Background: an optimization exercise with open tools, aiming at small area and a short achievable clock period. Do not read the settings as production practice. At most, simulation tests tie the RTL to the original design; equivalence was not proved. The clock port is modelled as an ideal driver, which makes a skipped or thinned clock tree look cheaper than it is; a real chip needs a root buffer or a tree. Power figures rest on the tool's default switching activity, not on a simulated workload.

==> flow/design.v (excerpt) <==
module Division(
	input         clock,
	input         start,
	input  [31:0] a,
	input  [31:0] b,
	output reg [31:0] q,
	output reg [31:0] r
);
  reg [31:0] bq;
  reg [5:0]  cnt;
  wire        run = ~cnt[5];
  wire [31:0] x   = {r[30:0], q[31]};
  wire [31:0] t;       
  wire ng0, ng1, ng2, ng3, ng4, ng5, ng6, ng7, ng8, ng9, ng10, ng11, ng12, ng13, ng14, ng15, ng16, ng17, ng18, ng19, ng20, ng21, ng22, ng23, ng24, ng25, ng26, ng27, ng28, ng29, ng30, ng31;
  wire np1, np2, np3, np4, np5, np6, np7, np8, np9, np10, np11, np12, np13, np14, np15, np16, np17, np18, np19, np20, np21, np22, np23, np24, np25, np26, np27, np28, np29, np30, np31;
  wire G1_1, G1_3, P1_3, G1_5, P1_5, G1_7, P1_7, G1_9, P1_9, G1_11, P1_11, G1_13;
  wire P1_13, G1_15, P1_15, G1_17, P1_17, G1_19, P1_19, G1_21, P1_21, G1_23, P1_23, G1_25;
  wire P1_25, G1_27, P1_27, G1_29, P1_29, G1_31, P1_31, G2_3, G2_7, P2_7, G2_11, P2_11;
  wire G2_15, P2_15, G2_19, P2_19, G2_23, P2_23, G2_27, P2_27, G2_31, P2_31, G2_3_n, G3_5;
  wire G3_7, G2_11_n, P2_11_n, G3_13, P3_13, G3_15, P3_15, G2_19_n, P2_19_n, G3_21, P3_21, G3_23;
  wire P3_23, G2_27_n, P2_27_n, G3_29, P3_29, G3_31, P3_31, G4_9, G3_7_n, G4_11, G4_13, G4_15;
  ...
clock: 6.0 ns
lec_check: 0
cap_margin: 20
core_margin: 2
core_utilization: 40
cts_buf_list: sky130_fd_sc_hd__clkbuf_8
place_density: 0.6
setup_slack_margin: 3.8
slew_margin: 20
synth_hierarchical: 1
synth_minimum_keep_size: 0
standard.sh (not shown) runs the stock make flow with config.mk's settings and CLKGATE_MAP_FILE= SYNTH_SCRIPT=/design/flow/synth_recipe.tcl, a recipe that flattens the netlist after the stock synthesis.
==> flow/flow/run.sh <==
#!/bin/bash
# Standard ORFS layout (the standard.sh) with these changes:
#  - the port buffers are the smallest buffer (buf_1) instead of the one buffer_ports picks;
#  - the full-adder extraction step in synthesis is skipped, so ABC maps the adder logic itself;
#  - ABC sizes cells for a 1 fF load instead of 5 fF (smaller cells; the placer's repair sizes up).
# Each tool's output goes to the logs under orfs/logs; make's output goes to standard.log.
export BUFFER_PORTS_ARGS="-buffer_cell sky130_fd_sc_hd__buf_1"
export ADDER_MAP_FILE=
bash standard.sh ABC_LOAD_IN_FF=1 finish > standard.log 2>&1
The starting point ran to the end with no violations.
Next try:
Settings changed: SETUP_SLACK_MARGIN 3.8 to 3.7.
Effect: Clock power rose by 7.3%. Routed wire length fell by 7.7%. Via count fell by 3.7%. Die area does not change. Sequential share of layout area rose by 0.65 points. Worst hold slack degrades by 8.2 ps. Cell area fell by 5.4%. Global-route usage fell by 0.83 points. Count of clock-buffer cells in the layout is unchanged. Flip-flop and latch count does not change.
Function was not checked in any run of this note: the RTL went through the layout flow alone.

========
Division, a different RTL version from the one above (not shown whole).
Size: about 100 flip-flops, about 4900 µm² of cells after synthesis.
clock: 6.0 ns
lec_check: 0
cap_margin: 20
core_margin: 2
core_utilization: 40
cts_buf_list: sky130_fd_sc_hd__clkbuf_8
place_density: 0.6
setup_slack_margin: 3.8
slew_margin: 20
synth_hierarchical: 1
synth_minimum_keep_size: 0
Scripts as last shown in full above: flow/flow/run.sh
==> next run, changes <==
CORE_UTILIZATION = 60   (was 40)
CTS_BUF_LIST = not set   (was sky130_fd_sc_hd__clkbuf_8)
PLACE_DENSITY = 0.75   (was 0.6)
Worst setup slack got worse by 0.017 ns.
First-iteration DRC count goes up by 3.4%.
Via count hardly moves.
Routed wire length goes up by 0.53%.
Non-clock buffer count goes up by 6.
==> next run, changes <==
CORE_UTILIZATION = 40   (was 60)
CTS_CLUSTER_DIAMETER = 150   (was not set)
CTS_CLUSTER_SIZE = 60   (was not set)
PLACE_DENSITY = 0.6   (was 0.75)
SETUP_SLACK_MARGIN = 3.9   (was 3.8)
Outcome: Clock skew is about the same; setup slack gets better by 0.096 ns; count of clock-buffer cells in the layout fell by 2; critical path depth stays the same; wire length rose by a few percent; sequential cell count stays the same; synthesized area stays the same; fmax rose by a few percent; sequential share of layout area fell by 1.4 points; total power rose by a few percent; first-iteration DRC count fell by a little under a tenth.

========
== yarrow ==
Division, a different RTL version from the one above (not shown whole).
Size: ~510 cells after synthesis, ~100 flip-flops, roughly 130 I/O pins, about 4700 sq um of cells after synthesis.
## Division
module Division(
	input         clock,
	input         start,
	input  [31:0] a,
	input  [31:0] b,
	output reg [31:0] q,
	output reg [31:0] r
);
clock: 6.0 ns
lec_check: 0
cap_margin: 20
core_margin: 2
core_utilization: 40
place_density: 0.6
setup_slack_margin: 4.0
slew_margin: 20
synth_hierarchical: 1
synth_minimum_keep_size: 0
==> flow/flow/run.sh <==
#!/bin/bash
# Standard ORFS layout (the standard.sh) with these changes:
#  - the port buffers are the smallest buffer (buf_1) instead of the one buffer_ports picks;
#  - the full-adder extraction step in synthesis is skipped, so ABC maps the adder logic itself;
#  - ABC sizes cells for a 1 fF load instead of 5 fF (smaller cells; the placer's repair sizes up);
#  - the clock tree is one level of four clkbuf_16 (flow/clock_buffers.tcl, via the
#    PRE_CTS_TCL hook) instead of TritonCTS's two levels.
# Each tool's output goes to the logs under orfs/logs; make's output goes to standard.log.
export BUFFER_PORTS_ARGS="-buffer_cell sky130_fd_sc_hd__buf_1"
export ADDER_MAP_FILE=
export PRE_CTS_TCL="$PWD/flow/pre_cts.tcl"
bash standard.sh ABC_LOAD_IN_FF=1 finish > standard.log 2>&1
Other scripts of this flow, unchanged in this note and not shown: flow/flow/clock_buffers.tcl, flow/flow/pre_cts.tcl
yarrow ran to completion and came out clean on the timing, DRC and antenna checks.
diff inputs: yarrow => delta
- swapping 40 for 50 in CORE_UTILIZATION
- swapping 4.0 for 3.9 in SETUP_SLACK_MARGIN
## What came out
The worst hold-check slack reported for delta is greater than that of yarrow by 3.9 ps.
Relative to yarrow, the final cell area reported for delta is lower.
Total of cells resized after clock tree synthesis in delta vs yarrow: down 12
Combinational share of power for delta is lower than for yarrow.
The global-route wire length before repair of delta is lower than that of yarrow.
Compare yarrow and delta | sequential portion of the cell area lower: yarrow
Measured against yarrow, the cell count of delta comes out at 0.948 times the reference value.
Total power per unit cell area grows by a few percent when moving from yarrow to delta.
Status: endpoint required time on the critical path parity (delta, yarrow)
In the reports for yarrow and delta, the larger net switching fraction of the power belongs to yarrow.
#### Input delta (violet over delta)
- SETUP_SLACK_MARGIN: 3.9 -> 3.85
- CORE_UTILIZATION: 50 -> 40
[summary]
- Compared violet vs delta, and worst max-slew margin expressed relative to the limit is down in violet.
- | cell depth of the worst hold path | violet vs delta | ≈ equal |
- In terms of maximum clock skew at final layout, violet and delta differ only marginally.
- Area of placed instances, violet vs delta: up slightly
- Looking at worst setup path startpoint, the bq[7] result is from delta; the r[11] one comes from violet.
- In violet relative to delta, wire length of the first global-routing pass had gone up by a little under 10%.
- Worst-case reg-to-reg path depth: violet < delta
- Number of cells after detailed placement | violet above delta
The inputs of raven differ from those of violet as listed below.
- a change of PLACE_DENSITY from 0.6 to 0.7
- a change of SETUP_SLACK_MARGIN from 3.85 to 3.9
--- outcome ---
From violet to raven the numbers moved as follows: wire length of the first global-routing pass picked up an extra 0.69%, summed area of non-filler cells in the final layout lost 0.96%.
Power spent charging and discharging nets ends up higher on violet.
Looking at category of the most critical setup path, the register to register result is from violet; the register to output port one comes from raven.
On raven: wire length is 130 um lower than what violet gave.
Lower sequential share of layout area was reported by violet, not raven.
The clock power of raven and that of violet are within noise of each other.
raven — data arrival time of the worst path 1320 ps lower, violet as reference
Any difference in clock-pin slew on the worst setup and hold paths between raven and violet is small enough to ignore.
raven improves on violet in total power.
Changes observed in raven relative to violet: multi-input combinational cell count essentially unchanged; total global routing track utilization neither gained nor lost much.
No run of this note takes its clock network from TritonCTS; it comes from the design's own scripts or RTL.

========
Another version of the RTL of Division (not shown whole).
Size in the first run: ~490 cells after synthesis, roughly 100 flip-flops, ~130 I/O pins, roughly 4600 um^2 of cells after synthesis.
// Division
module Division(
	input         clock,
	input         start,
	input  [31:0] a,
	input  [31:0] b,
	output reg [31:0] q,
	output reg [31:0] r
);
Settings: LEC_CHECK=0, CAP_MARGIN=20, CORE_MARGIN=2, CORE_UTILIZATION=40, CTS_BUF_LIST=sky130_fd_sc_hd__clkbuf_8, PLACE_DENSITY=0.6, SETUP_SLACK_MARGIN=3.6, SLEW_MARGIN=20, SYNTH_HIERARCHICAL=1, SYNTH_MINIMUM_KEEP_SIZE=0; clock period 6.0 ns.
==> flow/flow/run.sh <==
#!/bin/bash
# Standard ORFS layout (the standard.sh) with these changes:
#  - the port buffers are the smallest buffer (buf_1) instead of the one buffer_ports picks;
#  - the full-adder extraction step in synthesis is skipped, so ABC maps the adder logic itself;
#  - ABC sizes cells for a 1 fF load instead of 5 fF (smaller cells; the placer's repair sizes up).
# Each tool's output goes to the logs under orfs/logs; make's output goes to standard.log.
export BUFFER_PORTS_ARGS="-buffer_cell sky130_fd_sc_hd__buf_1"
export ADDER_MAP_FILE=
bash standard.sh ABC_LOAD_IN_FF=1 finish > standard.log 2>&1
The baseline completed with no timing, DRC or antenna violations.
Then changed:
- SETUP_SLACK_MARGIN: 3.6 -> 3.8
=> The new run completed without violations; cell count rose by 1.7%; global-route usage rose by 0.81 points; utilization rose by 3.4 points; die area stays the same; maximum frequency rose by 4.3%.
Then changed:
- PLACE_DENSITY: 0.6 -> 0.5
- SETUP_SLACK_MARGIN: 3.8 -> 3.7
What happened: Synthesized cell count stays the same. Setup slack degrades by 73 ps. Power drops by about 8%. Area after synthesis stays the same. Sequential share of layout area climbs by 0.50 points. Via count drops by 2.5%. Final area drops by about 3.5%.
Then changed:
- PLACE_DENSITY: 0.5 -> 0.7
After rerunning: The changed run completed with no timing, DRC or antenna violations; via count barely changes; fmax grows by 0.42%; worst setup slack is better by 9.4 ps; die area is unchanged; clock-buffer cell count grows by 2; final cell count shrinks by 1.0%; clock power grows by 6.4%; non-clock buffer count shrinks by 8; wire length shrinks by 4.6%; sequential share of layout area grows by 0.75 points; area after synthesis does not change.
Then changed:
- PLACE_DENSITY: 0.7 -> 0.6
Clock-buffer cell count stays the same.
Global-route usage increases by 0.27 points.
Die area stays the same.
Via count is lower slightly.
Sequential cell count is unchanged.
Worst setup slack barely changes.
Routed wire length is about the same.
Cell area goes down slightly.

========
## build 40
RTL: one of the versions met above, not the one the previous note started from.
For scale: ~510 cells after synthesis, roughly 130 I/O pins, ~4700 µm² of cells after synthesis.
==> flow/config.mk <==
export PLATFORM = sky130hd
export DESIGN_NAME = Division
export DESIGN_NICKNAME = Division
export VERILOG_FILES = /design/flow/design.v
export SDC_FILE = /design/flow/constraint.sdc
export NUM_CORES = 4
export LEC_CHECK = 0
export CAP_MARGIN = 20
export CORE_MARGIN = 2
export CORE_UTILIZATION = 40
export PLACE_DENSITY = 0.6
export SETUP_SLACK_MARGIN = 3.9
export SLEW_MARGIN = 20
export SYNTH_HIERARCHICAL = 1
export SYNTH_MINIMUM_KEEP_SIZE = 0
==> flow/constraint.sdc <==
create_clock -name core_clock -period 6.0 [get_ports {clock}]
set_input_delay 1.2000 -clock core_clock [delete_from_list [all_inputs] [get_ports {clock}]]
set_output_delay 1.2000 -clock core_clock [all_outputs]
set_load 0.01 [all_outputs]
==> flow/flow/run.sh <==
#!/bin/bash
# Standard ORFS layout (the standard.sh) with these changes:
#  - the port buffers are the smallest buffer (buf_1) instead of the one buffer_ports picks;
#  - the full-adder extraction step in synthesis is skipped, so ABC maps the adder logic itself;
#  - ABC sizes cells for a 1 fF load instead of 5 fF (smaller cells; the placer's repair sizes up);
#  - the clock tree is one level of four clkbuf_16 (flow/clock_buffers.tcl, via the
#    PRE_CTS_TCL hook) instead of TritonCTS's two levels.
# Each tool's output goes to the logs under orfs/logs; make's output goes to standard.log.
export BUFFER_PORTS_ARGS="-buffer_cell sky130_fd_sc_hd__buf_1"
export ADDER_MAP_FILE=
export PRE_CTS_TCL="$PWD/flow/pre_cts.tcl"
bash standard.sh ABC_LOAD_IN_FF=1 finish > standard.log 2>&1
==> flow/flow/clock_buffers.tcl <==
# One-level clock tree: the clock port drives four clkbuf_16, each driving the
# flip-flops of one quarter of the core (split by x at the median, then each half
# by y at its median), placed at the centre of its flip-flops. Replaces TritonCTS.
set block [ord::get_db_block]
set db [ord::get_db]
set clk_net [$block findNet clock]
set master [$db findMaster sky130_fd_sc_hd__clkbuf_16]
set sinks {}
foreach it [$clk_net getITerms] {
  set inst [$it getInst]
  if { [[$inst getMaster] isSequential] || [string match "*CLK*" [[$it getMTerm] getName]] } {
    set loc [$inst getLocation]
    lappend sinks [list $it [lindex $loc 0] [lindex $loc 1]]
  }
}
set n [llength $sinks]
puts "clock_buffers: $n sinks"
set byx [lsort -integer -index 1 $sinks]
set h [expr {$n / 2}]
set groups {}
foreach half [list [lrange $byx 0 [expr {$h - 1}]] [lrange $byx $h end]] {
  set byy [lsort -integer -index 2 $half]
  set m [expr {[llength $byy] / 2}]
  lappend groups [lrange $byy 0 [expr {$m - 1}]] [lrange $byy $m end]
}
set k 0
foreach g $groups {
  set net [odb::dbNet_create $block "clknet_q$k"]
  $net setSigType CLOCK
  set buf [odb::dbInst_create $block $master "clkbuf_q$k"]
  set sx 0; set sy 0
  foreach s $g {
    set it [lindex $s 0]
    $it disconnect
    $it connect $net
    incr sx [lindex $s 1]; incr sy [lindex $s 2]
  }
  set cnt [llength $g]
  $buf setLocation [expr {$sx / $cnt}] [expr {$sy / $cnt}]
  $buf setPlacementStatus PLACED
  [$buf findITerm A] connect $clk_net
  [$buf findITerm X] connect $net
  puts "clock_buffers: clkbuf_q$k drives $cnt sinks"
  incr k
}
==> flow/flow/pre_cts.tcl <==
# Hook run by ORFS's cts.tcl before its clock_tree_synthesis call: builds the
# one-level clock tree of clock_buffers.tcl and turns that call into setting the
# clock propagated, so TritonCTS adds no second level. The rest of cts.tcl
# (legalisation, setup and hold repair) runs as usual.
source [file join [file dirname [info script]] clock_buffers.tcl]
proc clock_tree_synthesis { args } {
  puts "clock_tree_synthesis replaced by flow/clock_buffers.tcl"
  set_propagated_clock [all_clocks]
}
### build 40 -> build 61
- SETUP_SLACK_MARGIN now 3.8, was 3.9
--- outcome ---
Build 61: flow completed, timing, DRC and antenna clean
Net switching power improves in build 61 relative to build 40.
The final reports for build 61 and build 40 show layout cell share with drive strength beyond 1 lower in the former.
Build 61 vs build 40 — overall track demand over capacity in global routing dropped 0.77 points.
Comparing build 61 against build 40, there is no change at all in tap cell instance count.
On clock group share of total power, build 61 and build 40 are basically level.
Build 61 supports a lower top clock frequency than build 40.
The run showing the greater worst setup margin is build 40.
In the reports for build 61 and build 40, the smaller register area belongs to build 61.
#### Input delta (build 65 over build 61)
- putting CTS_BUF_LIST at sky130_fd_sc_hd__clkbuf_8 where nothing was set
-- flow/flow/run.sh --
<<< build 61, line 5
#  - ABC sizes cells for a 1 fF load instead of 5 fF (smaller cells; the placer's repair sizes up);
#  - the clock tree is one level of four clkbuf_16 (flow/clock_buffers.tcl, via the
#    PRE_CTS_TCL hook) instead of TritonCTS's two levels.
>>> build 65, line 5
#  - ABC sizes cells for a 1 fF load instead of 5 fF (smaller cells; the placer's repair sizes up).
<<< build 61, line 11
export PRE_CTS_TCL="$PWD/flow/pre_cts.tcl"
>>> build 65, line 9
removed: flow/flow/clock_buffers.tcl
removed: flow/flow/pre_cts.tcl
==> comparison <==
- Looking only at switching power share of the total, and setting everything else aside, the higher value of build 65 and build 61 goes to build 65.
- Synthesized cell count: build 65 vs build 61 identical
- Min sequential cell fraction of total power across build 65 and build 61: build 65
- Final cycle utilization of the critical path: build 65 > build 61
- In the tables for build 65 and build 61, total of fill cells in the finished design reads lower with build 65.
- Build 65 vs. build 61: design area went up by about 2.7%.
- Relative to build 61, the flip-flop and latch share of the layout cell area of build 65 is lower by 0.24 points.
In build 40 and build 61 the design's own scripts or RTL, not TritonCTS, make the clock network.

-- port drivers added, routing unchanged --
How much do the figures lean on ideal ports? The routed layouts below were timed once more, with nothing changed but the port constraints. Step 1 sets driving cells, clkbuf_16 on the clock port and buf_2 on the other inputs (assumed; they add their load-dependent delay and slew). Step 2 moves the port delays by t, midway between the first and last clock arrival at a register: inputs arrive t later, outputs are due t later. That takes back most of the time a late clock gives input paths. Three values: no drivers, after step 1, after step 2; two values: the first two.
run | shift t [ns] | setup WS [ns] | worst hold slack (ns) | clock arrival spread, ns | slew at the worst register clock pin (ns)
the first run of note 1 | 0.407 | 3.824 / 3.792 / 3.455 | 0.502 / 0.502 / 0.502 | 0.015 / 0.015 | 0.10 / 0.10
the second run of note 1 | 0.403 | 3.755 / 3.721 / 3.476 | 0.494 / 0.494 / 0.494 | 0.007 / 0.007 | 0.09 / 0.09
the first run of note 2 | 0.407 | 3.844 / 3.810 / 3.518 | 0.501 / 0.501 / 0.501 | 0.010 / 0.011 | 0.11 / 0.11
the second run of note 2 | 0.395 | 3.827 / 3.790 / 3.498 | 0.502 / 0.502 / 0.502 | 0.008 / 0.008 | 0.10 / 0.10
the third run of note 2 | 0.386 | 3.923 / 3.885 / 3.600 | 0.478 / 0.478 / 0.478 | 0.009 / 0.009 | 0.07 / 0.07
yarrow | 0.241 | 3.943 / 3.908 / 3.943 | 0.477 / 0.477 / 0.477 | 0.006 / 0.007 | 0.10 / 0.10
delta | 0.238 | 3.958 / 3.888 / 3.958 | 0.480 / 0.480 / 0.480 | 0.010 / 0.010 | 0.10 / 0.10
violet | 0.242 | 3.921 / 3.877 / 3.920 | 0.480 / 0.480 / 0.480 | 0.012 / 0.013 | 0.10 / 0.10
raven | 0.238 | 3.954 / 3.876 / 3.974 | 0.484 / 0.484 / 0.484 | 0.013 / 0.012 | 0.10 / 0.10
the first run of note 4 | 0.396 | 3.761 / 3.761 / 3.384 | 0.498 / 0.498 / 0.498 | 0.009 / 0.009 | 0.09 / 0.09
the second run of note 4 | 0.393 | 3.853 / 3.822 / 3.478 | 0.501 / 0.501 / 0.501 | 0.007 / 0.007 | 0.10 / 0.10
the third run of note 4 | 0.396 | 3.780 / 3.746 / 3.413 | 0.494 / 0.494 / 0.494 | 0.007 / 0.007 | 0.09 / 0.09
the fourth run of note 4 | 0.390 | 3.789 / 3.753 / 3.439 | 0.497 / 0.497 / 0.497 | 0.011 / 0.012 | 0.10 / 0.10
the fifth run of note 4 | 0.396 | 3.792 / 3.767 / 3.401 | 0.498 / 0.498 / 0.498 | 0.008 / 0.008 | 0.09 / 0.09
build 40 | 0.239 | 3.978 / 3.909 / 3.978 | 0.477 / 0.477 / 0.477 | 0.011 / 0.011 | 0.10 / 0.10
build 61 | 0.242 | 3.934 / 3.912 / 3.934 | 0.479 / 0.479 / 0.479 | 0.013 / 0.014 | 0.10 / 0.10
build 65 | 0.411 | 3.850 / 3.816 / 3.936 | 0.477 / 0.477 / 0.477 | 0.016 / 0.016 | 0.10 / 0.10
After both steps setup and hold are still met in every run listed. For the fifth run of note 4, which loses most, drivers alone change the setup slack by -0.025 ns; drivers and shift together by -0.391 ns.
